From an optimization exercise on the open Yosys and OpenROAD flow, aimed at small area; shortcuts taken in it are not production practice. Only simulation tests tie the RTL to the original design; equivalence was not proved. The flow treats the clock pin as an ideal source, which a real chip does not have. No activity file was given, so power comes from the tool's default toggle rates.

Design Top, start of the top module:
module Top(
    input i_Clk, i_Rst,
    input [3:0] i_Keyboard,
    output [6:0] o_FND0, o_FND1, o_FND2,
    output [7:0] o_Red, o_Green, o_Blue,
    output o_Clk, o_blank, o_hsync, o_vsync,
    output [1:0] o_LED0,
    output [3:0] o_LED1,
    output [3:0] o_LED2);
Size in the first run: ~940 cells after synthesis, roughly 110 flip-flops, roughly 65 I/O pins, about 0.0072 mm² of cells after synthesis.
==> module Draw, before the edit <==
module Draw (
    input i_Clk, i_Rst,
    input [1:0] i_Level,
    output reg [5:0] o_BlockPos_X,
    output reg [4:0] o_BlockPos_Y,
    output o_Clk, o_blank, o_hsync, o_vsync, o_fDrawDone);
    reg [9:0] r_PixelPos_X, r_PixelPos_Y;
    reg [5:0] r_BorderCnt_X, r_BorderCnt_Y;
    wire halfClk;
    ClkDiv clk25m(i_Clk, i_Rst, halfClk);
    wire [5:0] BlockLast = i_Level == 2'd2 ? 6'b011011 :
                          (i_Level == 2'd3 ? 6'b001111 :
                          (i_Level == 2'd0 ? 6'b010100 : 6'b110000));
    function [5:0] Step;
        input [5:0] s;
        Step = {s[4:0], s[5] ^ s[4] ^ ~|s[4:0]};
    endfunction
    wire hBlank    = r_PixelPos_X >= 640,
         vBlank    = r_PixelPos_Y >= 480,
         hDrawDone = r_PixelPos_X == 639,
         vDrawDone = r_PixelPos_Y == 479,
         fBorder_X = r_BorderCnt_X == BlockLast,
         fBorder_Y = r_BorderCnt_Y == BlockLast;
    assign o_Clk       = halfClk,
           o_hsync     = r_PixelPos_X < 656 || r_PixelPos_X >= 752,
           o_vsync     = r_PixelPos_Y < 490 || r_PixelPos_Y >= 492,
           o_blank     = ~(hBlank || vBlank),
           o_fDrawDone = hDrawDone & vDrawDone;
    always@(posedge i_Clk, negedge i_Rst)
        if (!i_Rst) begin
            r_PixelPos_X  <= 0;
            r_PixelPos_Y  <= 0;
            r_BorderCnt_X <= 0;
            r_BorderCnt_Y <= 0;
            o_BlockPos_X  <= 0;
            o_BlockPos_Y  <= 0;
        end else if (!halfClk) begin
            r_PixelPos_X  <= r_PixelPos_X < 800 ? r_PixelPos_X + 10'd1 : 10'd0;
            if (r_PixelPos_X == 799)
                r_PixelPos_Y <= r_PixelPos_Y == 524 ? 10'd0 : r_PixelPos_Y + 10'd1;
            r_BorderCnt_X <= hBlank | fBorder_X ? 6'd0 : Step(r_BorderCnt_X);
            if (hDrawDone)
                r_BorderCnt_Y <= fBorder_Y | vBlank ? 6'd0 : Step(r_BorderCnt_Y);
            o_BlockPos_X  <= hBlank ? 6'd0 : (fBorder_X ? o_BlockPos_X + 6'd1 : o_BlockPos_X);
            o_BlockPos_Y  <= vBlank ? 5'd0 : (hDrawDone & fBorder_Y ? o_BlockPos_Y + 5'd1 : o_BlockPos_Y);
        end
endmodule
clock: 20.0 ns
lec_check: 0
cap_margin: 20
core_margin: 2
core_utilization: 40
slew_margin: 20
standard.sh (not shown) runs the stock make flow with config.mk's settings and CLKGATE_MAP_FILE= SYNTH_SCRIPT=/design/flow/synth_recipe.tcl, a recipe that flattens the netlist after the stock synthesis.
==> flow/flow/run.sh <==
#!/bin/bash
# Layout flow: the standard ORFS flow (standard.sh), changed only in how
# cells are chosen:
#  - synthesis is the standard flow's script (synth_recipe.tcl's steps, same registers),
#    except that ABC maps the logic with an area-oriented script (abc.script,
#    run with four &deepsyn seeds, keeping the smallest result)
#    and adders are left to ABC instead of full/half-adder cells;
#    pass-through wires get buf_1 instead of buf_4
#  - ports are buffered with buf_1
#  - clock tree: built by cts_pre.tcl (root clkbuf_8, leaf clkbuf_4/8/16 buffers)
# Every tool writes its full log under orfs/logs; make's output is in flow.log.
set -euo pipefail
F=$(cd "$(dirname "${BASH_SOURCE[0]}")" && pwd)
export MY_FLOW_DIR=$F
export MY_ABC_SEEDS="0 1 2 3"
bash standard.sh \
  SYNTH_SCRIPT=$F/synth.tcl \
  ADDER_MAP_FILE= \
  "MIN_BUF_CELL_AND_PORTS=sky130_fd_sc_hd__buf_1 A X" \
  "BUFFER_PORTS_ARGS=-buffer_cell sky130_fd_sc_hd__buf_1" \
  PRE_CTS_TCL=$F/cts_pre.tcl \
  "CTS_ARGS=-buf_list sky130_fd_sc_hd__clkbuf_8 -dont_use_dummy_load -clk_nets i_Clk" \
  finish > flow.log 2>&1
Other scripts of this flow, unchanged in this note and not shown: flow/flow/abc.script, flow/flow/cts_pre.tcl, flow/flow/manual_cts_lib.tcl, flow/flow/synth.tcl
==> next run, changes <==
--- a/flow/design.v
+++ b/flow/design.v
@@ -97,13 +97,9 @@
     reg [5:0] r_BorderCnt_X, r_BorderCnt_Y;
     wire halfClk;
     ClkDiv clk25m(i_Clk, i_Rst, halfClk);
-    wire [5:0] BlockLast = i_Level == 2'd2 ? 6'b011011 :
-                          (i_Level == 2'd3 ? 6'b001111 :
-                          (i_Level == 2'd0 ? 6'b010100 : 6'b110000));
-    function [5:0] Step;
-        input [5:0] s;
-        Step = {s[4:0], s[5] ^ s[4] ^ ~|s[4:0]};
-    endfunction
+    wire [5:0] BlockLast = i_Level == 2'd2 ? 6'd39 :
+                          (i_Level == 2'd3 ? 6'd19 :
+                          (i_Level == 2'd0 ? 6'd15 : 6'd62));
     wire hBlank    = r_PixelPos_X >= 640,
          vBlank    = r_PixelPos_Y >= 480,
          hDrawDone = r_PixelPos_X == 639,
@@ -127,9 +123,9 @@
             r_PixelPos_X  <= r_PixelPos_X < 800 ? r_PixelPos_X + 10'd1 : 10'd0;
             if (r_PixelPos_X == 799)
                 r_PixelPos_Y <= r_PixelPos_Y == 524 ? 10'd0 : r_PixelPos_Y + 10'd1;
-            r_BorderCnt_X <= hBlank | fBorder_X ? 6'd0 : Step(r_BorderCnt_X);
+            r_BorderCnt_X <= hBlank | fBorder_X ? 6'd0 : r_BorderCnt_X + 6'd1;
             if (hDrawDone)
-                r_BorderCnt_Y <= fBorder_Y | vBlank ? 6'd0 : Step(r_BorderCnt_Y);
+                r_BorderCnt_Y <= fBorder_Y | vBlank ? 6'd0 : r_BorderCnt_Y + 6'd1;
             o_BlockPos_X  <= hBlank ? 6'd0 : (fBorder_X ? o_BlockPos_X + 6'd1 : o_BlockPos_X);
             o_BlockPos_Y  <= vBlank ? 5'd0 : (hDrawDone & fBorder_Y ? o_BlockPos_Y + 5'd1 : o_BlockPos_Y);
         end
Effect: The new run completed without violations; synthesized area hardly moves; first-iteration DRC count increases by 0.75%; fmax falls by 1.2%; routed wire length rises by 0.94%; worst setup slack gets worse by 0.11 ns; power climbs by 81%; sequential share of layout area increases by 0.17 points; core utilization went down by 0.22 points.

## static timing again, ports no longer ideal
How much do the figures lean on ideal ports? The routed layouts below were timed once more, with nothing changed but the port constraints. Step 1, drivers: a clkbuf_16 drives i_Clk and a buf_2 each remaining input, both assumed. Step 2 times the ports against the registers' clock, not the clock port: input delays grow and output delays shrink by t, the midpoint of the rising clock arrivals with the driver on. Three values: ideal ports, drivers, drivers and shift; two values: the first two.
run | t, ns | setup WS [ns] | slew at the worst register clock pin (ns) | pins driven straight from the clock port
the first run | 0.444 | 10.841 / 10.809 / 11.253 | 0.09 / 0.09 | 1
the second run | 0.428 | 10.733 / 10.699 / 11.127 | 0.08 / 0.08 | 1
After both steps setup and hold are still met in every run listed.
